This design comes from an exercise in tuning for small area, a short achievable clock period and few clock cycles on the open sky130 flow, not from production work.
At most, simulation tests tie the RTL to the original design; equivalence was not proved.
Only the layout flow was run in runs 1, 6 and 7; the RTL was not checked for function there.

**design/flow/standard.sh**
```bash
#!/bin/bash
# synth_recipe.tcl (not shown) runs the flow's synth.tcl, then flattens the netlist and writes it again
# the make line also repeats each setting of config.mk as NAME=value (left out here)
make -C /OpenROAD-flow-scripts/flow DESIGN_CONFIG=/design/flow/config.mk WORK_HOME=/design/flow/orfs CLKGATE_MAP_FILE= SYNTH_SCRIPT=/design/flow/synth_recipe.tcl "${@:-finish}"
```
**design/flow/config.mk**
```make
export PLATFORM = sky130hd
export DESIGN_NAME = gcd3_top
export DESIGN_NICKNAME = gcd3_top
export VERILOG_FILES = /design/flow/design.v
export SDC_FILE = /design/flow/constraint.sdc
export NUM_CORES = 4
export LEC_CHECK = 0
export CAP_MARGIN = 20
export CORE_MARGIN = 2
export CORE_UTILIZATION = 40
export SLEW_MARGIN = 20
```
**design/flow/constraint.sdc**
```tcl
create_clock -name core_clock -period 3.5 [get_ports {clk}]
set_input_delay 0.7000 -clock core_clock [delete_from_list [all_inputs] [get_ports {clk}]]
set_output_delay 0.7000 -clock core_clock [all_outputs]
set_load 0.01 [all_outputs]
```
**design/flow/design.v**
```verilog
module gcd3_top (
    input  wire        clk,
    input  wire        reset,
    input  wire        start,
    input  wire [15:0] A,
    input  wire [15:0] B,
    input  wire [15:0] C,
    output wire        valid,
    output wire [15:0] D
);
    localparam IDLE = 3'd0, P0 = 3'd1, P1 = 3'd2, P2 = 3'd3, SHL = 3'd4, ZERO = 3'd5;
    reg [2:0]  state;
    reg [15:0] a;
    reg [16:0] b;
    reg        nb;       
    reg        a1;       
    reg        k0;       
    wire [15:0] x    = A | B | C;
    wire        zero = ~|A | ~|B | ~|C;
    wire        idle = (state == IDLE);
    wire        p0   = (state == P0);
    wire        p1   = (state == P1);
    wire        p2   = (state == P2);
    wire        shl  = (state == SHL);
    wire        zst  = (state == ZERO);      
    wire [15:0] mb   = {b[15:1] ^ {15{b[16]}}, b[0]};
    wire        tz   = a[0] & b[0] & ((a[15:1] ^ b[15:1]) == {15{b[16]}});   
    wire        b1   = b[0] & ((b[15:1] ^ {15{b[16]}}) == 15'd0);    
    wire        swap = (a[15:1] >= mb[15:1]);                               
    wire [16:0] bn   = {b[16:1] ^ {16{nb}}, b[0]};         
    wire [17:0] t    = {2'b00, a} + {bn[16], bn};
    wire load_p1 = p0 & b[0];
    wire load_p2 = p1 & tz & ~a1;
    wire done    = (p1 & a1) | (p2 & (tz | a1));
    wire step    = (p1 | p2) & b[0] & ~tz & ~a1;
    wire        odd  = (p1 | p2) & b[0] & ~a1;
    wire        shx  = done & ~k0;
    wire        sh1  = shl | shx;
    wire [16:0] w    = ({17{odd}}                           & {t[17], t[17:2]})
                     | ({17{idle & ~A[0]}}                  & {1'b0, A})
                     | ({17{load_p1 | idle & A[0]}}         & {1'b0, B})
                     | ({17{load_p2}}                       & {1'b0, C})
                     | ({17{shx}}                           & {1'b0, x})
                     | ({17{~idle & ~b[0] & ~shx}}          & b);
    wire        s2   = ~w[0] & ~w[1] & ~sh1;
    wire [16:0] w2   = s2 ? {{2{w[16]}}, w[16:2]} : w;
    wire [16:0] sw   = w2[0] ? w2 : {w2[16], w2[16:1]};
    wire        a_b   = load_p1 | (step & swap);
    wire        an1   = idle ? A[1] : (load_p1 | (odd & swap)) ? mb[1] : a[1];
    wire        neg   = (~idle | A[0]) & sw[0] & ~(sw[1] ^ an1);
    always @(posedge clk) begin
        b  <= sw;
        nb <= neg;
    end
    wire        a_shl = shx | (shl & ~b[0]);
    wire        a_in  = idle & start & A[0] & ~zero;
    always @(posedge clk)
        a <= ({16{a_b}} & mb) | ({16{a_shl}} & {a[14:0], 1'b0}) | ({16{a_in}} & A)
           | ({16{~a_b & ~a_shl & ~(idle & start)}} & a);
    always @(posedge clk)
        a1 <= (a_b & b1) | (a_in & (A == 16'd1)) | (~a_b & ~a_shl & ~(idle & start) & a1);
    wire        rb1   = (p1 | p2) & b1;
    assign valid = (shl & b[0]) | ((done | rb1) & k0) | zst;
    assign D     = {a[15:1] & ~{15{rb1}}, a[0]};
    always @(posedge clk) begin
        if (reset) begin
            state <= IDLE;
        end else begin
            case (state)
                IDLE: if (start) begin
                    state <= zero ? ZERO : A[0] ? P1 : P0;
                    k0    <= x[0];
                end
                ZERO: state <= IDLE;
                P0:   if (b[0]) state <= P1;
                SHL:  if (b[0]) state <= IDLE;
                default: begin  
                    if (load_p2) state <= P2;
                    else if (done) state <= k0 ? IDLE : SHL;
                    else if (rb1 & k0) state <= IDLE;
                end
            endcase
        end
    end
endmodule
```
**design/flow/flow/run.sh**
```bash
#!/bin/bash
set -euo pipefail
export BUFFER_PORTS_ARGS="-buffer_cell sky130_fd_sc_hd__buf_2"
bash standard.sh > standard_make.log 2>&1
```
==> results of run 1 <==
## metrics by stage
step                cell area [sq um]  setup slack, ns  hold WS (ns)
finish                           5120            0.198         0.547
global route                     5120           0.0187         0.578
CTS                              5070           0.0720         0.548
detailed placement               4980           -0.112         0.538
global placement                 4980           0.0178         0.537
floorplan                        4320           0.0549         0.476
## cells by family (layout without fill, tap and decap cells)
kind of cell,count (synthesis),count (layout),synth area share
adders and majority gates,30,30,0.0870
muxes,28,28,0.0672
DFF,39,39,0.183
buffers and inverters,61,145,0.0620
AOI/OAI and AO/OA,151,151,0.267
and+or+nand+nor,188,188,0.226
xor gates and xnor gates,53,53,0.108
## area by class of cell
type,instances,area (sq um),area share
tap,136,170,0.0332
inverter,31,116,0.0227
clock buffer,6,82.6,0.0161
clock inverter,1,5.00,0.000978
sequential,39,793,0.155
timing repair buffer,107,661,0.129
multi-input combinational,450,3290,0.643
## critical path: cells and delay by family, from the launching register on
family / cells / cell delay [ns]
flip-flops: 1 / 0.42
AND/OR/NAND/NOR: 4 / 0.78
XOR/XNOR: 1 / 0.18
buffers and inverters: 5 / 0.92
## layout by cell type, fill, tap and decap left out, types with 6 or more instances in the layout
cell,count
o21ai_0,18
a222oi_1,18
a22oi_1,14
clkbuf_8,6
mux2_2,7
nor4_1,15
nor2_1,22
ha_1,30
mux2i_1,20
and3_1,7
xor2_1,26
nand3_1,14
buf_2,67
dfxtp_1,36
a21o_1,13
nand2_1,59
and2_1,22
buf_4,38
nor3_1,7
or3_1,6
a211oi_1,7
inv_1,31
a21oi_1,22
xnor2_1,25
nand4_1,10
## path summary, 6_finish.rpt
path              slack (ns)          start            to
setup / recovery        0.20  b[16]$_DFF_P_         D[13]
hold / removal          0.55     a1$_DFF_P_    a1$_DFF_P_
setup reg to reg        0.20   b[1]$_DFF_P_  b[8]$_DFF_P_
hold reg to reg         0.55     a1$_DFF_P_    a1$_DFF_P_
## per-layer routing
layer / up-vias / routed length, microns
li1: 2237 / -
met1: 2232 / 6830
met2: 232 / 6260
met3: 29 / 1390
met4: 0 / 408
met5: - / 0
## sequential cells by signal (all words and copies together), names as in the netlist
name   flops
a1         1
k0         1
state      3
nb         1
b         17
a         16
## what timing repair did
item,4_1_cts,5_1_grt
setup buffers,0,1
endpoints found under the setup margin,21,21
gates resized for setup,2,6
pin swaps,0,1
==> summary.txt, run 1 <==
Outcome
  – Status: no timing/DRC/antenna violations

Clock network
  – Clock Root Buffer: clkbuf_8
  – CTS Sinks: 39
  – Cts hold-fix bufs: 0
  – TritonCTS buffer count: 5
  – CTS tree: done
  – Clk buf depth: 2
  – CTS H-tree lvls: 2
  – Clock latency on the worst-skew pair: 0.32 ns
  – Clk slew on worst S/H paths: roughly 0.08 ns

Detailed routing
  – Routed len/inst: 19.3 microns
  – Initial drt markers: between 500 and 600
  – Final WL: 14900 microns
  – ANT nets after route: 0
  – # DRC: 0
  – DR vias/cell: 6.14
  – Via count: around 4700
  – Pre-antenna DRT Iters: 7

Floorplan
  – Io pins: a little under 70
  – Initial core utilization: 0.414
  – Die Wd: 108 microns
  – Die area: about 0.012 sq mm
  – Cell Rows: 37
  – CORE AREA: 0.0104 sq mm
  – Die Ht: 108 microns

Worst setup path
  – Setup CP Type: reg -> out
  – WP data required: between 2 and 3 ns
  – Slowest cell delay on critical path: between 0.4 and 0.5 ns
  – CP endpoint kind: output pin
  – Crit Path Max Fanout: 15
  – Worst-path cell chain: buf_4, xnor2_1, buf_4, nand4_1, nor4_1, buf_4, nand3b_1, buf_4, and2_1, buf_2
  – Cells on worst reg2reg path: 12
  – Slowest-stage cell, CP: nor4_1
  – Startpoint types: register
  – Arrival time of the worst setup path: ~2.6 ns
  – Crit path top cell by count: buf_4

Placed design
  – Placed insts: around 760
  – HPWL after DPL: between 10000 and 15000 microns
  – Placer Congestion: around 1
  – Port bufs: between 60 and 70

Hold path
  – Min-delay worst type: reg -> reg
  – Hold Crit Depth: 2

Global route
  – Grt met3 use: 0.0412
  – GRT overflow: 0
  – Met1 usage: 0.384
  – Vias in the first global route: between 4000 and 5000
  – Largest net degree at the start of global routing: 18
  – M2 GR Usage: 0.391
  – First-pass GRT wire length: approximately 24000 microns
  – Initial antenna violation count: 0
  – Total GRT Usage: 0.263
  – GR peak layer: met2

Synth
  – Post-Syn Area per Cell: roughly 7.8 sq um
  – Ys async rst share: 0
  – Most common library cells after synthesis: 59 x nand2_1, 38 x dfxtp_1, 31 x inv_1
  – Ys flop type: dfxtp_1
  – Yosys top cell area share: 0.176
  – Seq cells post-synth: 39
  – Register area share after synthesis: 0.183
  – Syn nets: around 630
  – Synth unique cells: 69
  – Yosys top cell by area: dfxtp_1
  – Top-count cell post-synth: nand2_1
  – Cells after Synth: 550
  – Synthesized cell area: ~0.0043 sq mm
  – Synth top area cells: dfxtp_1 18%, ha_1 8.7%, xnor2_1 5.5%, xor2_1 5.3%, nand2_1 5.1%
  – EDFF count, synth: 1
  – Yosys warns: 1

Cells and area
  – Fin nets: approximately 700
  – Final non-filler cell total: 770
  – Final design utilization: 0.492
  – Layout cells sized above 1: 0.226
  – Synth-to-Final Area Change: 18.6%
  – Filler cells: ~1100
  – Diode count: 0

STA
  – Final period util: 0.944
  – Final min period: between 3 and 4 ns
  – RSZ-0062 raised after global routing: no
  – Actual slew at the worst max-slew pin: 0.729 ns
  – Setup TNS: 0 ns
  – Max-slew headroom: 0.513
  – Clock skew: between 0.015 and 0.02 ns
  – Hold Vio Cnt, Final: 0
  – Fmax: 303 MHz
  – Final Max Slew Viols: 0
  – Setup-failing EPs final: 0

Run
  – Max-Cap Viols: 0
==> run 2, diff against run 1 <==
--- a/design/flow/design.v
+++ b/design/flow/design.v
@@ -61,5 +61,4 @@
         a1 <= (a_b & b1) | (a_in & (A == 16'd1)) | (~a_b & ~a_shl & ~(idle & start) & a1);
-    wire        rb1   = (p1 | p2) & b1;
-    assign valid = (shl & b[0]) | ((done | rb1) & k0) | zst;
-    assign D     = {a[15:1] & ~{15{rb1}}, a[0]};
+    assign valid = (shl & b[0]) | (done & k0) | zst;
+    assign D     = a;
     always @(posedge clk) begin
@@ -79,3 +78,2 @@
                     else if (done) state <= k0 ? IDLE : SHL;
-                    else if (rb1 & k0) state <= IDLE;
                 end
==> summary.txt, run 2 <==
Floorplan
  – Cell Rows: 37 (unchanged)
  – CORE AREA: 0.0103 sq mm (-1.3%)
  – Initial core utilization: 0.410 (-0.00487)
  – Io pins: 68 (unchanged)
  – Die Wd: 107 microns (-1.2%)
  – Die Ht: 107 microns (-1.2%)
  – Die area: 0.0114 sq mm (-2.4%)

Worst setup path
  – Arrival time of the worst setup path: 2.64 ns (+0.04 ns)
  – Setup crit start: b[12]$_DFF_P_
  – Crit Path Max Fanout: 5 (-10)
  – Setup CP Type: reg -> out
  – WP data required: 2.80 ns (about the same)
  – Reg2reg start: nb$_DFF_P_
  – Startpoint types: register
  – CP endpoint kind: output pin

Cells and area
  – Diode count: 0 (unchanged)
  – Synth-to-Final Area Change: 15.6%
  – Fin nets: 703 (-1.7%)
  – Most frequent cells in the layout: 77 x nand2_1, 67 x buf_2, 38 x xor2_1, 38 x dfxtp_1
  – Biggest regs: b: 17 flops, a: 16 flops, state: 3 flops
  – Layout cells sized above 1: 0.193 (-0.0329)
  – Final design utilization: 0.474 (-0.0180)
  – Final non-filler cell total: 759 (-1.4%)
  – Biggest register: b
  – Commonest non-fill, non-tap cell in the layout: nand2_1
  – Design area: 0.00487 sq mm (-4.9%)
  – Max reg flops: 17 (unchanged)

Detailed routing
  – # DRC: 0 (unchanged)
  – ANT nets after route: 0 (unchanged)
  – Routed len/inst: 20.6 microns (+6.4%)
  – Pre-antenna DRT Iters: 6 (-1)
  – Final WL: 15600 microns (+4.9%)
  – Initial drt markers: 546 (-0.91%)
  – Via count: 4713 (-0.36%)
  – DR vias/cell: 6.21 (+1.1%)

Placed design
  – Placer Congestion: 0.914 (-7.0%)
  – Post-DP Area: 0.00475 sq mm (-4.5%)
  – Placed insts: 751 (-1.4%)
  – HPWL after DPL: 12500 microns (+2.7%)
  – Port bufs: 67 (unchanged)

Clock network
  – Clk slew on worst S/H paths: 0.09 ns (about the same)
  – Clk buf depth: 2 (unchanged)
  – CTS tree: done
  – Post-CTS setup buffers: 0 (unchanged)
  – Clock Root Buffer: clkbuf_8
  – TritonCTS buffer count: 5 (unchanged)
  – Cts hold-fix bufs: 0 (unchanged)
  – CTS resizes: 0 (-2)
  – CTS H-tree lvls: 2 (unchanged)
  – CTS Sinks: 39 (unchanged)
  – Clock latency on the worst-skew pair: 0.30 ns (-0.02 ns)

Synth
  – Synth top area cells: dfxtp_1 18%, ha_1 8.9%, xor2_1 7.9%, nand2_1 6.9%, a222oi_1 5.2%
  – Synth unique cells: 68 (-1.4%)
  – Register area share after synthesis: 0.188 (+0.00468)
  – Most common library cells after synthesis: 77 x nand2_1, 38 x dfxtp_1, 38 x xor2_1
  – Ys flop type: dfxtp_1
  – Ys async rst share: 0 (unchanged)
  – Synthesized cell area: 0.00421 sq mm (-2.5%)
  – Top-count cell post-synth: nand2_1
  – Yosys warns: 1 (unchanged)
  – Post-Syn Area per Cell: 7.58 sq um (-3.4%)
  – Syn nets: 636 (+0.79%)
  – EDFF count, synth: 1 (unchanged)
  – Seq cells post-synth: 39 (unchanged)
  – Yosys top cell by area: dfxtp_1
  – Yosys top cell area share: 0.181 (+0.00451)
  – Cells after Synth: 555 (+0.91%)

STA
  – Actual slew at the worst max-slew pin: 0.787 ns (+0.0583 ns)
  – Clock skew: 0.00946 ns (-0.00902 ns)
  – Setup TNS: 0 ns (unchanged)
  – Hold Vio Cnt, Final: 0 (unchanged)
  – Setup-failing EPs final: 0 (unchanged)
  – Max-slew headroom: 0.475 (-0.0389)
  – RSZ-0062 raised after global routing: no
  – Final period util: 0.953 (+0.00936)
  – Final Max Slew Viols: 0 (unchanged)
  – Final min period: 3.34 ns (+0.0328 ns)
  – Fmax: 300 MHz (-0.98%)

Outcome
  – Status: no timing/DRC/antenna violations

Global route
  – GRT overflow: 0 (unchanged)
  – Largest net degree at the start of global routing: 24 (+6)
  – Vias in the first global route: 4415 (-2.0%)
  – Total GRT Usage: 0.274 (+0.0105)
  – First-pass GRT wire length: 24200 microns (+1.4%)
  – Initial antenna violation count: 0 (unchanged)

Hold path
  – Hold path start: a[8]$_DFF_P_
  – Min-delay worst type: reg -> reg

Run
  – Max-Cap Viols: 0 (unchanged)
run 2: cell count changes after synthesis, sizes merged, moves of 8 or more:
cell,delta
xnor2,-12
nand2,+18
o21ai,+16
xor2,+12
and2,-21
a21oi,+8
run 2: per-stage QoR:
step                hold WS [ns]  setup WS [ns]
finish                     0.561          0.165
global route               0.580         0.0677
CTS                        0.555          0.203
detailed placement         0.544          0.287
global placement           0.525          0.287
floorplan                  0.520         0.0890
run 2: layout make-up:
type	instances	area (sq um)
fillers	1076	5410
multi-input cells	452	3140
well taps	136	170
inverters	32	120
clock buffers	7	108
flip-flops and latches	39	791
repair buffers	92	536
clock inverters	1	5.00
run 2: per-layer routing:
metal  track usage  up-vias  share of wire
met4         0.107        0          0.035
met2         0.457      263           0.47
li1              -     2206              -
met1         0.358     2203           0.42
met5             0        -              0
met3        0.0347       41          0.071
run 2: worst paths after layout:
kind / slack, ns / cells after the start / to
worst min-delay path: 0.56 / 2 / a[8]$_DFF_P_
worst min register to register: 0.56 / 2 / a[8]$_DFF_P_
worst max register to register: 0.23 / 13 / b[12]$_DFF_P_
worst max-delay path: 0.16 / 9 / valid
run 2: critical path, stage by stage (launching register included):
cell and delay, ns:
dfxtp_1 0.47, xor2_1 0.27, o211ai_1 0.15, nor4_2 0.29, o2bb2ai_2 0.17, nor3_2 0.36
buf_4 0.20, a21o_1 0.11, a32o_1 0.18, buf_2 0.13
run 2: logic make-up after synthesis:
group,Yosys count,share of synthesized area
AND/OR/NAND/NOR,194,0.237
adder cells (fa/ha/maj),30,0.0892
buffers and inverters,64,0.0672
XOR/XNOR,53,0.110
AO/OA/AOI/OAI,158,0.267
flip-flops,39,0.188
multiplexers,17,0.0413
Testbench counts of run 2, summed over its fixed seeds: cycles 2,454.
==> run 3, diff against run 2 <==
==> design/flow/run.sh (new file) <==
#!/bin/bash
# synth_recipe.tcl (not shown) runs the flow's synth.tcl, then flattens the netlist and writes it again
# the make line also repeats each setting of config.mk as NAME=value (left out here)
make -C /OpenROAD-flow-scripts/flow DESIGN_CONFIG=/design/flow/config.mk WORK_HOME=/design/flow/orfs CLKGATE_MAP_FILE= SYNTH_SCRIPT=/design/flow/synth_recipe.tcl finish
removed: design/flow/flow/run.sh
removed: design/flow/standard.sh
==> summary.txt, run 3 <==
Floorplan
  – Die Wd: 107 microns (unchanged)
  – Cell Rows: 37 (unchanged)
  – Initial core utilization: 0.410 (unchanged)
  – Io pins: 68 (unchanged)
  – Die area: 0.0114 sq mm (unchanged)
  – CORE AREA: 0.0103 sq mm (unchanged)
  – Die Ht: 107 microns (unchanged)

STA
  – Final period util: 0.951 (-0.00221)
  – Max-slew headroom: 0.496 (+0.0213)
  – Final min period: 3.33 ns (-0.00775 ns)
  – Actual slew at the worst max-slew pin: 0.752 ns (-0.0352 ns)
  – Clock skew: 0.0141 ns (+0.00468 ns)
  – Fmax: 301 MHz (+0.23%)
  – Setup-failing EPs final: 0 (unchanged)
  – Final Max Slew Viols: 0 (unchanged)
  – Post-route setup slack: 0.173 ns (+0.00775 ns)
  – Hold Vio Cnt, Final: 0 (unchanged)
  – Setup TNS: 0 ns (unchanged)
  – RSZ-0062 raised after global routing: no

Worst setup path
  – Slowest-stage cell, CP: clkdlybuf4s50_1
  – WP data required: 2.80 ns (about the same)
  – Slowest cell delay on critical path: 0.48 ns (about the same)
  – Worst-path cell chain: buf_12, xor2_1, inv_1, o211ai_2, nor3_2, a21o_1, a32o_1, clkdlybuf4s50_1
  – Setup CP Type: reg -> out
  – CP endpoint kind: output pin
  – Startpoint types: register
  – Crit Path Max Fanout: 23 (+18)
  – Arrival time of the worst setup path: 2.63 ns (about the same)

Synth
  – Top-count cell post-synth: nand2_1
  – Most common library cells after synthesis: 77 x nand2_1, 38 x dfxtp_1, 38 x xor2_1
  – Yosys warns: 1 (unchanged)
  – Yosys top cell by area: dfxtp_1
  – Ys async rst share: 0 (unchanged)
  – Cells after Synth: 555 (unchanged)
  – Post-Syn Area per Cell: 7.58 sq um (unchanged)
  – EDFF count, synth: 1 (unchanged)
  – Synthesized cell area: 0.00421 sq mm (unchanged)
  – Syn nets: 636 (unchanged)
  – Seq cells post-synth: 39 (unchanged)
  – Synth top area cells: dfxtp_1 18%, ha_1 8.9%, xor2_1 7.9%, nand2_1 6.9%, a222oi_1 5.2%
  – Yosys top cell area share: 0.181 (unchanged)
  – Synth unique cells: 68 (unchanged)
  – Register area share after synthesis: 0.188 (unchanged)
  – Ys flop type: dfxtp_1

Clock network
  – CTS Sinks: 39 (unchanged)
  – Cts hold-fix bufs: 0 (unchanged)
  – CTS H-tree lvls: 2 (unchanged)
  – Clock Root Buffer: clkbuf_8
  – Clock latency on the worst-skew pair: 0.30 ns (about the same)
  – CTS tree: done
  – TritonCTS buffer count: 5 (unchanged)
  – Clk buf depth: 2 (unchanged)
  – Clk slew on worst S/H paths: 0.08 ns (about the same)

Detailed routing
  – # DRC: 0 (unchanged)
  – Via count: 4700 (-0.28%)
  – Initial drt markers: 498 (-8.8%)
  – Final WL: 16100 microns (+3.4%)
  – Pre-antenna DRT Iters: 6 (unchanged)
  – DR vias/cell: 6.18 (-0.41%)
  – Routed len/inst: 21.2 microns (+3.2%)
  – ANT nets after route: 0 (unchanged)

Hold path
  – Min-delay worst type: reg -> reg

Cells and area
  – Filler cells: 1024 (-4.8%)
  – Final non-filler cell total: 760 (+0.13%)
  – Most frequent cells in the layout: 77 x nand2_1, 67 x clkdlybuf4s50_1, 38 x xor2_1
  – Diode count: 0 (unchanged)
  – Design area: 0.00520 sq mm (+6.8%)
  – Layout cells sized above 1: 0.0897 (-0.103)
  – Synth-to-Final Area Change: 23.5%
  – Max reg flops: 17 (unchanged)
  – Biggest regs: b: 17 flops, a: 16 flops, state: 3 flops
  – FF/Latch Area: 793 sq um (+0.32%)
  – Commonest non-fill, non-tap cell in the layout: nand2_1
  – Fin nets: 705 (+0.28%)
  – Footprint of the multi-input gates: 0.00315 sq mm (+0.44%)
  – Biggest register: b

Global route
  – First-pass GRT wire length: 25200 microns (+4.3%)
  – Vias in the first global route: 4585 (+3.9%)
  – Largest net degree at the start of global routing: 24 (unchanged)
  – Initial antenna violation count: 0 (unchanged)
  – Total GRT Usage: 0.287 (+0.0136)
  – GRT overflow: 0 (unchanged)

Placed design
  – Post-DP Area: 0.00511 sq mm (+7.4%)
  – HPWL after DPL: 13200 microns (+5.9%)
  – Port bufs: 67 (unchanged)
  – Placer Congestion: 0.951 (+4.1%)
  – Placement Setup Slack: 0.137 ns (-0.150 ns)
  – Placed insts: 753 (+0.27%)

Outcome
  – Status: no timing/DRC/antenna violations

Run
  – Max-Cap Viols: 0 (unchanged)
## run 3: cell counts after synthesis
Identical to the previous run, type by type.
## run 3: timing repair
item | 4_1_cts | 5_1_grt
endpoints found under the setup margin | 0 | 4
setup buffers | 0 | 0
resized for setup | 0 | 4
## run 3: routing by layer
metal | part of all wire | up-vias | GRT usage
met2 | 0.48 | 229 | 0.492
met5 | 0 | - | 0
met4 | 0.043 | 0 | 0.121
li1 | - | 2208 | -
met1 | 0.39 | 2225 | 0.350
met3 | 0.080 | 38 | 0.0559
## run 3: per-stage QoR
step	utilization	hold slack [ns]
2_1_floorplan	-	0.520
3_3_place_gp	0.496	0.531
3_5_place_dp	0.497	0.551
4_1_cts	0.504	0.565
5_1_grt	0.506	0.555
6_report	0.506	0.515
## run 3: worst paths after layout
check	startpoint	to	slack, ns	cells after the start
max	b[16]$_DFF_P_	valid	0.17	8
min	a[12]$_DFF_P_	a[12]$_DFF_P_	0.52	2
max reg2reg	b[16]$_DFF_P_	a[14]$_DFF_P_	0.26	12
min reg2reg	a[12]$_DFF_P_	a[12]$_DFF_P_	0.52	2
## run 3: kinds of logic (layout without fill, tap and decap cells)
family,count (synthesis),count (layout),share of synthesized area
compound gates,158,158,0.267
xor+xnor,53,53,0.110
fa+ha+maj,30,30,0.0892
buf+inv,64,133,0.0672
flops,39,39,0.188
mux,17,17,0.0413
simple gates,194,194,0.237
## run 3: critical path: cells and delay by family (launching register included)
| family | cells | cell delay (ns) |
|---|---|---|
| compound gates | 3 | 0.80 |
| simple gates | 1 | 0.08 |
| flops | 1 | 0.37 |
| buf+inv | 3 | 0.82 |
| xor+xnor | 1 | 0.26 |
## run 3: cell type report
type	instances	share of cell area
repair buffers	94	0.170
clock buffers	7	0.0147
multi-input cells	452	0.606
inverters	32	0.0231
flip-flops and latches	39	0.153
well taps	136	0.0327
==> run 4, diff against run 3 <==
==> design/flow/flow/run.sh (new file) <==
#!/bin/bash
set -euo pipefail
export BUFFER_PORTS_ARGS="-buffer_cell sky130_fd_sc_hd__buf_1"
bash standard.sh > standard_make.log 2>&1
==> design/flow/standard.sh (new file) <==
#!/bin/bash
# synth_recipe.tcl (not shown) runs the flow's synth.tcl, then flattens the netlist and writes it again
# the make line also repeats each setting of config.mk as NAME=value (left out here)
make -C /OpenROAD-flow-scripts/flow DESIGN_CONFIG=/design/flow/config.mk WORK_HOME=/design/flow/orfs CLKGATE_MAP_FILE= SYNTH_SCRIPT=/design/flow/synth_recipe.tcl "${@:-finish}"
removed: design/flow/run.sh
==> summary.txt, run 4 <==
Outcome
  – Status: no timing/DRC/antenna violations

Global route
  – Initial antenna violation count: 0 (unchanged)
  – Largest net degree at the start of global routing: 24 (unchanged)
  – GRT overflow: 0 (unchanged)
  – First-pass GRT wire length: 24100 microns (-4.2%)
  – Vias in the first global route: 4583 (-0.044%)
  – Total GRT Usage: 0.268 (-0.0190)

Cells and area
  – Synth-to-Final Area Change: 13.0%
  – Fin nets: 702 (-0.43%)
  – Final design utilization: 0.463 (-0.0431)
  – Biggest register: b
  – Layout cells sized above 1: 0.0836 (-0.00614)
  – Filler cells: 1105 (+7.9%)
  – Final non-filler cell total: 758 (-0.26%)
  – Commonest non-fill, non-tap cell in the layout: nand2_1
  – Diode count: 0 (unchanged)
  – Most frequent cells in the layout: 77 x nand2_1, 67 x buf_1, 38 x xor2_1, 38 x dfxtp_1
  – Biggest regs: b: 17 flops, a: 16 flops, state: 3 flops
  – Max reg flops: 17 (unchanged)

Synth
  – Synth top area cells: dfxtp_1 18%, ha_1 8.9%, xor2_1 7.9%, nand2_1 6.9%, a222oi_1 5.2%
  – Ys flop type: dfxtp_1
  – Yosys warns: 1 (unchanged)
  – Synth unique cells: 68 (unchanged)
  – Register area share after synthesis: 0.188 (unchanged)
  – Top-count cell post-synth: nand2_1
  – Post-Syn Area per Cell: 7.58 sq um (unchanged)
  – Most common library cells after synthesis: 77 x nand2_1, 38 x dfxtp_1, 38 x xor2_1
  – Yosys top cell area share: 0.181 (unchanged)
  – Seq cells post-synth: 39 (unchanged)
  – Ys async rst share: 0 (unchanged)
  – Synthesized cell area: 0.00421 sq mm (unchanged)
  – Syn nets: 636 (unchanged)
  – Cells after Synth: 555 (unchanged)
  – EDFF count, synth: 1 (unchanged)
  – Yosys top cell by area: dfxtp_1

Worst setup path
  – Crit path capture: valid
  – Setup crit start: b[15]$_DFF_P_
  – Reg2reg start: b[16]$_DFF_P_
  – Reg2Reg Setup Slack: 0.28 ns (+0.02 ns)
  – Cells on worst reg2reg path: 15 (+3)
  – WP data required: 2.80 ns (about the same)
  – Crit Path Max Fanout: 4 (-83%)
  – CP endpoint kind: output pin
  – Crit Reg-Reg Endpoint: nb$_DFF_P_
  – Startpoint types: register
  – Setup CP Type: reg -> out
  – Arrival time of the worst setup path: 2.65 ns (+0.02 ns)

Detailed routing
  – # DRC: 0 (unchanged)
  – ANT nets after route: 0 (unchanged)
  – Routed len/inst: 19.6 microns (-7.5%)
  – DR vias/cell: 6.17 (-0.29%)
  – Via count: 4674 (-0.55%)
  – Pre-antenna DRT Iters: 6 (unchanged)
  – Final WL: 14900 microns (-7.7%)
  – Initial drt markers: 495 (-0.60%)

STA
  – Max-slew headroom: 0.622 (+0.126)
  – Final min period: 3.35 ns (+0.0259 ns)
  – Fmax: 298 MHz (-0.77%)
  – Final Max Slew Viols: 0 (unchanged)
  – Clock skew: 0.0104 ns (-0.00370 ns)
  – Hold Vio Cnt, Final: 0 (unchanged)
  – Final period util: 0.958 (+0.00740)
  – RSZ-0062 raised after global routing: no
  – Setup-failing EPs final: 0 (unchanged)
  – Actual slew at the worst max-slew pin: 0.566 ns (-0.186 ns)
  – Setup TNS: 0 ns (unchanged)

Run
  – Max-Cap Viols: 0 (unchanged)

Floorplan
  – Die Wd: 107 microns (unchanged)
  – Initial core utilization: 0.410 (unchanged)
  – CORE AREA: 0.0103 sq mm (unchanged)
  – Die area: 0.0114 sq mm (unchanged)
  – Die Ht: 107 microns (unchanged)
  – Cell Rows: 37 (unchanged)
  – Io pins: 68 (unchanged)

Clock network
  – Clk slew on worst S/H paths: 0.09 ns (about the same)
  – CTS tree: done
  – TritonCTS buffer count: 5 (unchanged)
  – Clock Root Buffer: clkbuf_8
  – Clk buf depth: 2 (unchanged)
  – CTS Sinks: 39 (unchanged)
  – Cts hold-fix bufs: 0 (unchanged)
  – CTS H-tree lvls: 2 (unchanged)
  – Clock latency on the worst-skew pair: 0.31 ns (about the same)

Placed design
  – HPWL after DPL: 12100 microns (-8.3%)
  – Port bufs: 67 (unchanged)
  – Placed insts: 750 (-0.40%)
  – Placer Congestion: 0.928 (-2.5%)

Hold path
  – Min-delay worst type: reg -> reg
run 4: cell counts after synthesis:
No cell type changed its count.
run 4: cell families after synthesis:
kind of cell,after synthesis,share of synthesized area
fa+ha+maj,30,0.0892
xor+xnor,53,0.110
buf+inv,64,0.0672
simple gates,194,0.237
compound gates,158,0.267
flops,39,0.188
mux,17,0.0413
run 4: metal layers:
metal | vias to the layer above | track usage | share of wire
met5 | - | 0 | 0
met4 | 0 | 0.113 | 0.038
met3 | 49 | 0.0383 | 0.079
met2 | 231 | 0.452 | 0.47
met1 | 2193 | 0.341 | 0.41
li1 | 2201 | - | -
run 4: cell type report:
class	instances	area, sq um	area share
Multi-Input combinational cell	452	3140	0.661
Clock buffer	5	68.8	0.0145
Inverter	32	120	0.0253
Clock inverter	3	18.8	0.00395
Sequential cell	39	791	0.166
Tap cell	136	170	0.0358
Timing Repair Buffer	91	444	0.0934
run 4: metrics by stage:
step | hold slack (ns) | area (sq um) | setup WS, ns
6_report | 0.557 | 4750 | 0.147
5_1_grt | 0.585 | 4750 | 0.00764
3_5_place_dp | 0.539 | 4660 | 0.369
2_1_floorplan | 0.520 | 4210 | 0.0890
3_3_place_gp | 0.539 | 4650 | 0.402
4_1_cts | 0.552 | 4750 | 0.152
run 4: worst min-delay path by stage:
stage / endpoint / cells past startpoint / slack [ns] / startpoint
global route: a[13]$_DFF_P_ / 2 / 0.59 / a[13]$_DFF_P_
CTS: a[9]$_DFF_P_ / 2 / 0.55 / a[9]$_DFF_P_
floorplan: a[15]$_DFF_P_ / 2 / 0.52 / a[15]$_DFF_P_
finish: a[9]$_DFF_P_ / 2 / 0.56 / a[9]$_DFF_P_
detailed placement: a[9]$_DFF_P_ / 2 / 0.54 / a[9]$_DFF_P_
global placement: a[2]$_DFF_P_ / 2 / 0.54 / a[2]$_DFF_P_
run 4: critical path, cell delays in order (launching register included):
cell	delay, ns
dfxtp_1	0.44
xor2_1	0.32
nand4_1	0.13
nor3_1	0.32
nor2_2	0.15
nor3_2	0.34
buf_4	0.20
a21o_1	0.12
a32o_1	0.17
buf_1	0.15
run 4: timing repair:
| action | CTS | global route |
|---|---|---|
| buffers inserted | 0 | 0 |
| setup endpoints to repair | 0 | 1 |
| gates resized for setup | 0 | 1 |
==> run 5, diff against run 4 <==
==> design/flow/flow/run.sh (replaced) <==
#!/bin/bash
set -euo pipefail
export BUFFER_PORTS_ARGS="-buffer_cell sky130_fd_sc_hd__buf_1"
export RECOVER_POWER=100
bash standard.sh > standard_make.log 2>&1
==> summary.txt, run 5 <==
Detailed routing
  – Final WL: 14900 microns (+0.15%)
  – DR vias/cell: 6.19 (+0.41%)
  – Initial drt markers: 468 (-5.5%)
  – ANT nets after route: 0 (unchanged)
  – # DRC: 0 (unchanged)
  – Via count: 4693 (+0.41%)
  – Pre-antenna DRT Iters: 8 (+2)
  – Routed len/inst: 19.7 microns (+0.15%)

Worst setup path
  – Setup CP Type: reg -> out
  – WP data required: 2.80 ns (about the same)
  – Crit Path Max Fanout: 4 (unchanged)
  – CP endpoint kind: output pin
  – Startpoint types: register
  – Arrival time of the worst setup path: 2.65 ns (about the same)

Floorplan
  – CORE AREA: 0.0103 sq mm (unchanged)
  – Die area: 0.0114 sq mm (unchanged)
  – Cell Rows: 37 (unchanged)
  – Io pins: 68 (unchanged)
  – Die Wd: 107 microns (unchanged)
  – Initial core utilization: 0.410 (unchanged)
  – Die Ht: 107 microns (unchanged)

STA
  – Final Max Slew Viols: 0 (unchanged)
  – Max-slew headroom: 0.572 (-0.0500)
  – RSZ-0062 raised after global routing: no
  – Hold Vio Cnt, Final: 0 (unchanged)
  – Actual slew at the worst max-slew pin: 0.636 ns (+0.0699 ns)
  – Final min period: 3.35 ns (-0.00146 ns)
  – Setup-failing EPs final: 0 (unchanged)
  – Final period util: 0.958 (about the same)
  – Setup TNS: 0 ns (unchanged)
  – Fmax: 298 MHz (about the same)
  – Clock skew: 0.0119 ns (+0.00143 ns)

Global route
  – Largest net degree at the start of global routing: 24 (unchanged)
  – GRT overflow: 0 (unchanged)
  – Total GRT Usage: 0.268 (unchanged)
  – Vias in the first global route: 4583 (unchanged)
  – First-pass GRT wire length: 24100 microns (unchanged)
  – Initial antenna violation count: 0 (unchanged)

Outcome
  – Status: no timing/DRC/antenna violations

Synth
  – Ys flop type: dfxtp_1
  – Post-Synth XOR/XNOR Area: 0.110 (unchanged)
  – Cells after Synth: 555 (unchanged)
  – Most common library cells after synthesis: 77 x nand2_1, 38 x dfxtp_1, 38 x xor2_1
  – Register area share after synthesis: 0.188 (unchanged)
  – Synth unique cells: 68 (unchanged)
  – Compound-Gate Fraction of Synth Area: 0.267 (unchanged)
  – EDFF count, synth: 1 (unchanged)
  – Synth top area cells: dfxtp_1 18%, ha_1 8.9%, xor2_1 7.9%, nand2_1 6.9%, a222oi_1 5.2%
  – Main combinational cell family by area after synthesis: compound AO/OA/AOI/OAI gates
  – Syn nets: 636 (unchanged)
  – Simple-Gate Fraction of Synth Area: 0.237 (unchanged)
  – Yosys warns: 1 (unchanged)
  – Post-Syn Area per Cell: 7.58 sq um (unchanged)
  – Synthesized cell area: 0.00421 sq mm (unchanged)
  – Yosys top cell area share: 0.181 (unchanged)
  – Seq cells post-synth: 39 (unchanged)
  – Ys async rst share: 0 (unchanged)
  – Yosys top cell by area: dfxtp_1
  – Synth Area in Adders: 0.0892 (unchanged)
  – Top-count cell post-synth: nand2_1
  – Post-synthesis mux area share: 0.0413 (unchanged)

Clock network
  – Post-CTS setup buffers: 0 (unchanged)
  – Cts hold-fix bufs: 0 (unchanged)
  – Clk slew on worst S/H paths: 0.09 ns (about the same)
  – Clock latency on the worst-skew pair: 0.31 ns (about the same)
  – Clock Root Buffer: clkbuf_8
  – TritonCTS buffer count: 5 (unchanged)
  – CTS H-tree lvls: 2 (unchanged)
  – CTS Sinks: 39 (unchanged)
  – Clk buf depth: 2 (unchanged)
  – CTS tree: done

Cells and area
  – Synth-to-Final Area Change: 12.2%
  – Final design utilization: 0.460 (-0.00292)
  – Most frequent cells in the layout: 77 x nand2_1, 66 x buf_1, 38 x xor2_1, 38 x dfxtp_1, 33 x o21ai_0
  – Biggest regs: b: 17 flops, a: 16 flops, state: 3 flops
  – Commonest non-fill, non-tap cell in the layout: nand2_1
  – Filler cells: 1112 (+0.63%)
  – Layout cells sized above 1: 0.0723 (-0.0113)
  – Fin nets: 702 (unchanged)
  – Max reg flops: 17 (unchanged)
  – Diode count: 0 (unchanged)
  – Footprint of the multi-input gates: 0.00314 sq mm (-0.20%)
  – Biggest register: b
  – FF/Latch Area: 791 sq um (unchanged)

Placed design
  – HPWL after DPL: 12100 microns (unchanged)
  – Port bufs: 67 (unchanged)
  – Placer Congestion: 0.928 (unchanged)

Run
  – Max-Cap Viols: 0 (unchanged)

Hold path
  – Min-delay worst type: reg -> reg
==> run 5: cells by family after synthesis <==
| kind of cell | after synthesis |
|---|---|
| and+or+nand+nor | 194 |
| AOI/OAI and AO/OA | 158 |
| buffers and inverters | 64 |
| xor gates and xnor gates | 53 |
| DFF | 39 |
| adders and majority gates | 30 |
| muxes | 17 |
==> run 5: layout make-up <==
| cell class | count | share of cell area |
|---|---|---|
| clock buffer | 5 | 0.0146 |
| clock inverter | 3 | 0.00397 |
| inverter | 32 | 0.0254 |
| multi-input combinational | 452 | 0.664 |
| sequential | 39 | 0.167 |
| tap | 136 | 0.0360 |
| timing repair buffer | 91 | 0.0890 |
==> run 5: routing by layer <==
layer	global-route usage	share of wire	vias to the layer above
met5	0	0	-
met4	0.113	0.037	0
met3	0.0383	0.078	50
met2	0.452	0.47	241
met1	0.341	0.42	2202
li1	-	-	2200
==> run 5: final timing paths <==
check,from,to,slack [ns],cells past startpoint
setup / recovery,b[15]$_DFF_P_,valid,0.15,9
hold / removal,a[9]$_DFF_P_,a[9]$_DFF_P_,0.55,2
setup reg to reg,b[16]$_DFF_P_,a[1]$_DFF_P_,0.18,14
hold reg to reg,a[9]$_DFF_P_,a[9]$_DFF_P_,0.55,2
==> run 5: critical path, cell delays in order (launching register included) <==
cell and delay (ns):
dfxtp_1 0.44, xor2_1 0.33, nand4_1 0.13, nor3_1 0.32
nor2_2 0.15, nor3_2 0.34, buf_4 0.19, a21o_1 0.11
a32o_1 0.17, buf_1 0.15
==> run 5: repair_timing <==
item / CTS / global route
gates resized for setup: 0 / 1
hold endpoints to repair: 0 / 0
setup endpoints to repair: 0 / 1
==> run 5: metrics by stage <==
stage | area [sq um] | setup slack [ns] | hold WS (ns) | std cells
6_report | 4720 | 0.148 | 0.553 | 758
5_1_grt | 4720 | 0.0137 | 0.585 | 758
4_1_cts | 4750 | 0.152 | 0.552 | 758
3_5_place_dp | 4660 | 0.369 | 0.539 | 750
3_3_place_gp | 4650 | 0.402 | 0.539 | 749
2_1_floorplan | 4210 | 0.0890 | 0.520 | 555
==> run 6, diff against run 5 <==
--- a/design/flow/design.v
+++ b/design/flow/design.v
@@ -17,3 +17,2 @@
     reg        k0;       
-    wire [15:0] x    = A | B | C;
     wire        zero = ~|A | ~|B | ~|C;
@@ -39,6 +38,5 @@
     wire [16:0] w    = ({17{odd}}                           & {t[17], t[17:2]})
-                     | ({17{idle & ~A[0]}}                  & {1'b0, A})
-                     | ({17{load_p1 | idle & A[0]}}         & {1'b0, B})
-                     | ({17{load_p2}}                       & {1'b0, C})
-                     | ({17{shx}}                           & {1'b0, x})
+                     | ({17{idle & ~A[0] | shx}}            & {1'b0, A})
+                     | ({17{load_p1 | idle & A[0] | shx}}   & {1'b0, B})
+                     | ({17{load_p2 | shx}}                 & {1'b0, C})
                      | ({17{~idle & ~b[0] & ~shx}}          & b);
@@ -60,3 +58,3 @@
     always @(posedge clk)
-        a1 <= (a_b & b1) | (a_in & (A == 16'd1)) | (~a_b & ~a_shl & ~(idle & start) & a1);
+        a1 <= (a_b & b1) | (~a_b & ~a_shl & ~(idle & start) & a1);
     assign valid = (shl & b[0]) | (done & k0) | zst;
@@ -70,3 +68,3 @@
                     state <= zero ? ZERO : A[0] ? P1 : P0;
-                    k0    <= x[0];
+                    k0    <= A[0] | B[0] | C[0];
                 end
==> design/flow/flow/run.sh (replaced) <==
#!/bin/bash
set -euo pipefail
export BUFFER_PORTS_ARGS="-buffer_cell sky130_fd_sc_hd__buf_1"
bash standard.sh > standard_make.log 2>&1
==> summary.txt, run 6 <==
Outcome
  – Status: no timing/DRC/antenna violations

Floorplan
  – Initial core utilization: 0.412 (+0.00274)
  – Cell Rows: 37 (unchanged)
  – Die Wd: 107 microns (+0.76%)
  – Die Ht: 107 microns (+0.76%)
  – Die area: 0.0115 sq mm (+1.5%)
  – CORE AREA: 0.0104 sq mm (+0.90%)
  – Io pins: 68 (unchanged)

Cells and area
  – Biggest register: b
  – Synth-to-Final Area Change: 14.3%
  – Biggest regs: b: 17 flops, a: 16 flops, state: 3 flops
  – Max reg flops: 17 (unchanged)
  – Commonest non-fill, non-tap cell in the layout: buf_1
  – Fin nets: 678 (-3.4%)
  – Layout cells sized above 1: 0.0970 (+0.0246)
  – Design area: 0.00488 sq mm (+3.4%)
  – Filler cells: 1076 (-3.2%)
  – Diode count: 0 (unchanged)
  – Most frequent cells in the layout: 67 x buf_1, 58 x nand2_1, 36 x dfxtp_1

Detailed routing
  – Initial drt markers: 454 (-3.0%)
  – Pre-antenna DRT Iters: 8 (unchanged)
  – ANT nets after route: 0 (unchanged)
  – Final WL: 15600 microns (+4.7%)
  – Routed len/inst: 21.3 microns (+8.1%)
  – # DRC: 0 (unchanged)
  – Via count: 4720 (+0.58%)
  – DR vias/cell: 6.43 (+3.9%)

Clock network
  – CTS tree: done
  – Clk slew on worst S/H paths: 0.09 ns (about the same)
  – Clock latency on the worst-skew pair: 0.31 ns (about the same)
  – Cts hold-fix bufs: 0 (unchanged)
  – CTS H-tree lvls: 2 (unchanged)
  – Clk buf depth: 2 (unchanged)
  – Clock Root Buffer: clkbuf_8
  – CTS Sinks: 39 (unchanged)
  – TritonCTS buffer count: 5 (unchanged)

Global route
  – Initial antenna violation count: 0 (unchanged)
  – Vias in the first global route: 4481 (-2.2%)
  – Largest net degree at the start of global routing: 25 (+4.2%)
  – Total GRT Usage: 0.273 (+0.00439)
  – GRT overflow: 0 (unchanged)
  – First-pass GRT wire length: 24500 microns (+1.5%)

STA
  – Final min period: 3.36 ns (+0.00646 ns)
  – Fmax: 298 MHz (-0.19%)
  – Final Max Slew Viols: 0 (unchanged)
  – Clock skew: 0.00695 ns (-0.00491 ns)
  – Post-route setup slack: 0.142 ns (-0.00646 ns)
  – Final period util: 0.959 (+0.00185)
  – Actual slew at the worst max-slew pin: 1.15 ns (+0.513 ns)
  – Max-slew headroom: 0.231 (-0.341)
  – Setup-failing EPs final: 0 (unchanged)
  – Hold Vio Cnt, Final: 0 (unchanged)

Worst setup path
  – Worst-path cell chain: nor2_1, a221o_1, nor4_4, o211ai_4, nor2_2, a21o_1, a32o_1, buf_1
  – Crit Path Max Fanout: 8 (+4)
  – CP top delay family: compound AO/OA/AOI/OAI gates
  – Startpoint types: register
  – Slowest-stage cell, CP: dfxtp_1
  – Slowest cell delay on critical path: 0.52 ns (+0.08 ns)
  – Buffer and inverter count on the worst path: 1 (-1)
  – Setup CP Type: reg -> out
  – Arrival time of the worst setup path: 2.66 ns (about the same)
  – CP endpoint kind: output pin
  – WP data required: 2.80 ns (about the same)

Synth
  – Cells after Synth: 529 (-4.7%)
  – EDFF count, synth: 1 (unchanged)
  – Yosys warns: 1 (unchanged)
  – Synth top area cells: dfxtp_1 18%, ha_1 8.8%, a222oi_1 6.3%, xnor2_1 6.1%, nand2_1 5.1%
  – Post-Syn Area per Cell: 8.08 sq um (+6.6%)
  – Ys flop type: dfxtp_1
  – Top-count cell post-synth: nand2_1
  – Yosys top cell area share: 0.178 (-0.00280)
  – Most common library cells after synthesis: 58 x nand2_1, 38 x dfxtp_1, 30 x ha_1, 30 x xnor2_1, 29 x inv_1
  – Synth unique cells: 82 (+21%)
  – Synthesized cell area: 0.00428 sq mm (+1.6%)
  – Ys async rst share: 0 (unchanged)
  – Register area share after synthesis: 0.185 (-0.00291)
  – Syn nets: 610 (-4.1%)
  – Yosys top cell by area: dfxtp_1
  – Seq cells post-synth: 39 (unchanged)

Hold path
  – Min-delay worst type: reg -> reg

Run
  – Max-Cap Viols: 0 (unchanged)

Placed design
  – Post-DP Area: 0.00474 sq mm (+1.7%)
  – Placement Setup Slack: 0.148 ns (-0.221 ns)
  – Placer Congestion: 0.972 (+4.7%)
  – Port bufs: 67 (unchanged)
  – HPWL after DPL: 12400 microns (+2.4%)
==> run 6: logic make-up (layout without fill, tap and decap cells) <==
| group | count (synthesis) | count (layout) | share of synthesized area |
|---|---|---|---|
| AOI/OAI and AO/OA | 160 | 160 | 0.294 |
| xor gates and xnor gates | 54 | 54 | 0.111 |
| adders and majority gates | 30 | 30 | 0.0878 |
| buffers and inverters | 57 | 126 | 0.0562 |
| DFF | 39 | 39 | 0.185 |
| muxes | 23 | 23 | 0.0571 |
| and+or+nand+nor | 166 | 166 | 0.209 |
==> run 6: area by class of cell <==
type / instances / area [sq um] / share of cell area
clock buffer: 7 / 96.3 / 0.0197
timing repair buffer: 88 / 425 / 0.0871
sequential: 39 / 793 / 0.162
clock inverter: 1 / 6.26 / 0.00128
multi-input combinational: 433 / 3280 / 0.672
tap: 136 / 170 / 0.0348
inverter: 30 / 113 / 0.0231
==> run 6: repair_timing <==
| item | 4_1_cts | 5_1_grt |
|---|---|---|
| buffers inserted | 0 | 0 |
| resized for setup | 0 | 11 |
| setup endpoints to repair | 0 | 22 |
| endpoints found under the hold margin | 0 | 0 |
==> run 6: worst paths after layout <==
path                 start           end  slack [ns]  cells after the start
min reg2reg   a[8]$_DFF_P_  a[8]$_DFF_P_        0.53                      2
max reg2reg   b[2]$_DFF_P_    nb$_DFF_P_        0.26                     11
min           a[8]$_DFF_P_  a[8]$_DFF_P_        0.53                      2
max          b[14]$_DFF_P_         valid        0.14                      8
==> run 6: worst reg2reg max path, cell delays in order (launching register included) <==
cell	delay, ns
dfxtp_1	0.47
xor2_1	0.18
ha_1	0.28
a21oi_1	0.22
a21oi_1	0.14
a211o_1	0.31
xor2_1	0.17
a221oi_1	0.43
a31oi_2	0.18
nand3b_4	0.21
or3b_1	0.39
a32oi_1	0.18
==> run 6: layer usage <==
metal / global-route usage / vias to the layer above / part of all wire
met5: 0 / - / 0
met4: 0.0952 / 0 / 0.026
met3: 0.0424 / 34 / 0.094
met2: 0.420 / 268 / 0.44
met1: 0.385 / 2249 / 0.44
li1: - / 2169 / -
==> run 6: per-stage QoR <==
stage                     TNS (ns)  cells  hold WS (ns)   util
after floorplan                  0    529         0.531      -
after global placement           0    726         0.547  0.457
after detailed placement         0    726         0.556  0.457
after CTS                        0    734         0.567  0.467
after global routing      -0.00653    734         0.567  0.471
final                            0    734         0.531  0.471
==> run 7, diff against run 6 <==
--- a/design/flow/design.v
+++ b/design/flow/design.v
@@ -16,3 +16,4 @@
     reg        a1;       
-    reg        k0;       
+    reg        lb;       
+    wire [15:0] x    = A | B | C;
     wire        zero = ~|A | ~|B | ~|C;
@@ -35,8 +36,9 @@
     wire        odd  = (p1 | p2) & b[0] & ~a1;
-    wire        shx  = done & ~k0;
+    wire        shx  = done & ~x[0];
     wire        sh1  = shl | shx;
     wire [16:0] w    = ({17{odd}}                           & {t[17], t[17:2]})
-                     | ({17{idle & ~A[0] | shx}}            & {1'b0, A})
-                     | ({17{load_p1 | idle & A[0] | shx}}   & {1'b0, B})
-                     | ({17{load_p2 | shx}}                 & {1'b0, C})
+                     | ({17{idle & ~A[0]}}                  & {1'b0, A})
+                     | ({17{load_p1 | idle & A[0] | load_p2 & lb}} & {1'b0, B})
+                     | ({17{load_p2 & ~lb}}                 & {1'b0, C})
+                     | ({17{shx}}                           & {1'b0, x})
                      | ({17{~idle & ~b[0] & ~shx}}          & b);
@@ -46,4 +48,5 @@
     wire        a_b   = load_p1 | (step & swap);
-    wire        an1   = idle ? A[1] : (load_p1 | (odd & swap)) ? mb[1] : a[1];
-    wire        neg   = (~idle | A[0]) & sw[0] & ~(sw[1] ^ an1);
+    wire [15:0] av    = A[0] ? A : B[0] ? B : C;
+    wire        an1   = idle ? av[1] : (load_p1 | (odd & swap)) ? mb[1] : a[1];
+    wire        neg   = (~idle | x[0]) & sw[0] & ~(sw[1] ^ an1);
     always @(posedge clk) begin
@@ -53,10 +56,11 @@
     wire        a_shl = shx | (shl & ~b[0]);
-    wire        a_in  = idle & start & A[0] & ~zero;
+    wire        a_in  = idle & start & x[0] & ~zero;
     always @(posedge clk)
-        a <= ({16{a_b}} & mb) | ({16{a_shl}} & {a[14:0], 1'b0}) | ({16{a_in}} & A)
+        a <= ({16{a_b}} & mb) | ({16{a_shl}} & {a[14:0], 1'b0}) | ({16{a_in}} & av)
            | ({16{~a_b & ~a_shl & ~(idle & start)}} & a);
     always @(posedge clk)
-        a1 <= (a_b & b1) | (~a_b & ~a_shl & ~(idle & start) & a1);
-    assign valid = (shl & b[0]) | (done & k0) | zst;
-    assign D     = a;
+        a1 <= (a_b & b1) | (a_in & (av == 16'd1)) | (~a_b & ~a_shl & ~(idle & start) & a1);
+    wire        rb1   = (p1 | p2) & b1;
+    assign valid = (shl & b[0]) | ((done | rb1) & x[0]) | zst;
+    assign D     = {a[15:1] & ~{15{rb1}}, a[0] | rb1};
     always @(posedge clk) begin
@@ -67,4 +71,4 @@
                 IDLE: if (start) begin
-                    state <= zero ? ZERO : A[0] ? P1 : P0;
-                    k0    <= A[0] | B[0] | C[0];
+                    state <= zero ? ZERO : x[0] ? P1 : P0;
+                    lb    <= ~A[0] & ~B[0] & C[0];
                 end
@@ -75,3 +79,4 @@
                     if (load_p2) state <= P2;
-                    else if (done) state <= k0 ? IDLE : SHL;
+                    else if (done) state <= x[0] ? IDLE : SHL;
+                    else if (rb1 & x[0]) state <= IDLE;
                 end
==> design/flow/flow/run.sh (replaced) <==
#!/bin/bash
set -euo pipefail
export BUFFER_PORTS_ARGS="-buffer_cell sky130_fd_sc_hd__buf_2"
bash standard.sh > standard_make.log 2>&1
==> summary.txt, run 7 <==
Worst setup path
  – Crit Path Max Fanout: 4 (-4)
  – WP data required: 2.80 ns (about the same)
  – Setup crit start: b[6]$_DFF_P_
  – Reg2reg start: b[14]$_DFF_P_
  – Startpoint types: register
  – Arrival time of the worst setup path: 2.70 ns (+0.04 ns)
  – Crit path capture: valid
  – Reg2Reg Setup Slack: 0.11 ns (-0.15 ns)
  – Cells on worst reg2reg path: 12 (+1)
  – Setup CP Type: reg -> out
  – Crit Reg-Reg Endpoint: b[5]$_DFF_P_
  – CP endpoint kind: output pin

Hold path
  – Hold Crit Depth: 2 (unchanged)
  – Min-delay worst type: reg -> reg

Detailed routing
  – Via count: 5303 (+12%)
  – Pre-antenna DRT Iters: 7 (-1)
  – ANT nets after route: 0 (unchanged)
  – DR vias/cell: 6.25 (-2.8%)
  – Initial drt markers: 506 (+11%)
  – # DRC: 0 (unchanged)
  – Final WL: 18000 microns (+15%)
  – Routed len/inst: 21.2 microns (-0.30%)

Cells and area
  – Synth-to-Final Area Change: 20.4%
  – Biggest register: b
  – Layout cells sized above 1: 0.243 (+0.146)
  – Max reg flops: 17 (unchanged)
  – Biggest regs: b: 17 flops, a: 16 flops, state: 3 flops
  – Final design utilization: 0.495 (+0.0243)
  – Most frequent cells in the layout: 67 x buf_2, 53 x buf_4, 51 x a21oi_1
  – Diode count: 0 (unchanged)
  – Commonest non-fill, non-tap cell in the layout: buf_2
  – Fin nets: 785 (+16%)

Clock network
  – CTS Sinks: 39 (unchanged)
  – CTS tree: done
  – Clk buf depth: 2 (unchanged)
  – Clock latency on the worst-skew pair: 0.29 ns (-0.02 ns)
  – CTS H-tree lvls: 2 (unchanged)
  – TritonCTS buffer count: 5 (unchanged)
  – Clk slew on worst S/H paths: 0.06 ns (-0.03 ns)
  – Clock Root Buffer: clkbuf_16

Global route
  – Largest net degree at the start of global routing: 34 (+36%)
  – First-pass GRT wire length: 28200 microns (+15%)
  – GRT overflow: 0 (unchanged)
  – Vias in the first global route: 5061 (+13%)
  – Initial antenna violation count: 0 (unchanged)
  – Total GRT Usage: 0.281 (+0.00858)

STA
  – Clock skew: 0.00442 ns (-0.00253 ns)
  – Setup-failing EPs final: 0 (unchanged)
  – Actual slew at the worst max-slew pin: 0.588 ns (-0.561 ns)
  – Fmax: 294 MHz (-1.3%)
  – Setup TNS: 0 ns (unchanged)
  – RSZ-0062 raised after global routing: no
  – Final period util: 0.972 (+0.0125)
  – Hold Vio Cnt, Final: 0 (unchanged)
  – Final Max Slew Viols: 0 (unchanged)
  – Max-slew headroom: 0.602 (+0.371)
  – Final min period: 3.40 ns (+0.0438 ns)

Floorplan
  – Cell Rows: 39 (+5.4%)
  – Die area: 0.0127 sq mm (+9.9%)
  – Die Wd: 113 microns (+4.9%)
  – CORE AREA: 0.0115 sq mm (+11%)
  – Io pins: 68 (unchanged)
  – Initial core utilization: 0.411 (-0.000935)
  – Die Ht: 113 microns (+4.9%)

Synth
  – Yosys warns: 1 (unchanged)
  – Syn nets: 693 (+14%)
  – Cells after Synth: 612 (+16%)
  – Ys flop type: dfxtp_1
  – Ys async rst share: 0 (unchanged)
  – EDFF count, synth: 1 (unchanged)
  – Synthesized cell area: 0.00472 sq mm (+10%)
  – Seq cells post-synth: 39 (unchanged)
  – Yosys top cell area share: 0.161 (-0.0167)
  – Synth unique cells: 74 (-9.8%)
  – Top-count cell post-synth: a21oi_1
  – Register area share after synthesis: 0.168 (-0.0173)
  – Synth top area cells: dfxtp_1 16%, ha_1 8.0%, a21oi_1 5.4%, mux2i_1 5.1%, xnor2_1 5.0%
  – Yosys top cell by area: dfxtp_1
  – Post-Syn Area per Cell: 7.71 sq um (-4.6%)
  – Most common library cells after synthesis: 51 x a21oi_1, 49 x nand2_1, 39 x o21ai_0

Placed design
  – HPWL after DPL: 14600 microns (+18%)
  – Port bufs: 67 (unchanged)
  – Placer Congestion: 0.980 (+0.84%)

Outcome
  – Status: no timing/DRC/antenna violations

Run
  – Max-Cap Viols: 0 (unchanged)
-- run 7: changes by cell type in the layout (fill, tap and decap cells not counted), moves of 17 or more --
cell	previous run	this run
buf_4	19	53
a222oi_1	27	3
buf_2	0	67
o21ai_0	21	39
buf_1	67	0
a21oi_1	19	51
a221o_1	3	20
-- run 7: critical path, stage by stage, from the launching register on --
cell	delay (ns)
dfxtp_1	0.45
xnor2_1	0.12
or4b_1	0.55
or3_4	0.40
a211oi_4	0.26
buf_4	0.16
a211oi_1	0.07
o32ai_1	0.25
buf_2	0.18
-- run 7: worst min-delay path by stage --
| stage | startpoint | end | slack (ns) |
|---|---|---|---|
| final | a[0]$_DFF_P_ | a[0]$_DFF_P_ | 0.60 |
| after global routing | a[0]$_DFF_P_ | a[0]$_DFF_P_ | 0.63 |
| after CTS | state[1]$_SDFFE_PP0P_ | state[1]$_SDFFE_PP0P_ | 0.59 |
| after detailed placement | state[1]$_SDFFE_PP0P_ | state[1]$_SDFFE_PP0P_ | 0.58 |
| after global placement | state[1]$_SDFFE_PP0P_ | state[1]$_SDFFE_PP0P_ | 0.55 |
| after floorplan | a[0]$_DFF_P_ | a[0]$_DFF_P_ | 0.50 |
-- run 7: kinds of logic (layout without fill, tap and decap cells) --
| family | after synthesis | in the layout | synth area share |
|---|---|---|---|
| flip-flops | 39 | 39 | 0.168 |
| multiplexers | 36 | 36 | 0.0804 |
| AO/OA/AOI/OAI | 197 | 197 | 0.297 |
| adder cells (fa/ha/maj) | 30 | 30 | 0.0796 |
| XOR/XNOR | 50 | 50 | 0.0928 |
| buffers and inverters | 61 | 154 | 0.0565 |
| AND/OR/NAND/NOR | 199 | 199 | 0.226 |
-- run 7: metal layers --
metal / up-vias / share of wire / track usage
met1: 2522 / 0.46 / 0.417
met2: 267 / 0.43 / 0.429
met4: 0 / 0.015 / 0.0642
li1: 2494 / - / -
met3: 20 / 0.092 / 0.0416
met5: - / 0 / 0
-- run 7: what timing repair did --
item / 4_1_cts / 5_1_grt
gates resized for setup: 3 / 7
pin swaps: 1 / 2
hold buffers: 0 / 0
setup endpoints to repair: 9 / 27
setup buffers: 0 / 1
-- run 7: final cells by class --
cell class | count | area [sq um]
fillers | 1117 | 5790
multi-input cells | 512 | 3700
flip-flops and latches | 39 | 793
repair buffers | 120 | 733
well taps | 143 | 179
clock buffers | 6 | 139
inverters | 26 | 97.6
clock inverters | 2 | 35.0
-- run 7: metrics by stage --
| step | area [sq um] | hold slack, ns | instances | worst slack (ns) |
|---|---|---|---|---|
| detailed placement | 5470 | 0.583 | 839 | -0.0740 |
| CTS | 5640 | 0.595 | 847 | 0.00431 |
| floorplan | 4730 | 0.499 | 612 | 0.0366 |
| global route | 5680 | 0.635 | 848 | 0.00307 |
| finish | 5680 | 0.597 | 848 | 0.0980 |
| global placement | 5470 | 0.547 | 839 | 0.0452 |

==> afterwards: timing with drivers on the ports <==
No port has a modelled driver above. Below, the same layouts with a new extraction and two added sets of constraints.
Step 1 (the two cells are an assumption about what drives the block):
set clk [get_ports {clk}]
set_driving_cell -lib_cell sky130_fd_sc_hd__clkbuf_16 $clk
set_driving_cell -lib_cell sky130_fd_sc_hd__buf_2 [delete_from_list [all_inputs] $clk]
Step 2, shift: input delay + t, output delay - t, t = (earliest + latest rising clock arrival at the registers) / 2. This alone moves slack from input paths to output paths.
Slacks: ideal / step 1 / step 2; pairs: ideal / step 1.
run | shift t [ns] | setup slack, ns | worst hold slack (ns) | worst slew at a driven data input, ns | pins driven straight from the clock port
run 1 | 0.341 | 0.198 / 0.165 / 0.203 | 0.547 / 0.547 / 0.547 | 0.03 | 1
run 2 | 0.332 | 0.165 / 0.133 / 0.231 | 0.561 / 0.561 / 0.561 | 0.04 | 1
run 3 | 0.327 | 0.173 / 0.137 / 0.072 | 0.515 / 0.515 / 0.515 | 0.05 | 1
run 4 | 0.341 | 0.147 / 0.112 / 0.282 | 0.557 / 0.557 / 0.557 | 0.04 | 1
run 5 | 0.341 | 0.148 / 0.114 / 0.176 | 0.553 / 0.553 / 0.553 | 0.04 | 1
run 6 | 0.346 | 0.142 / 0.106 / 0.258 | 0.531 / 0.531 / 0.531 | 0.03 | 1
run 7 | 0.327 | 0.098 / 0.055 / 0.107 | 0.597 / 0.597 / 0.597 | 0.04 | 1
After both steps every run listed still meets setup and hold. For run 3, which loses most, drivers alone change the setup slack by -0.036 ns; drivers and shift together by -0.101 ns.
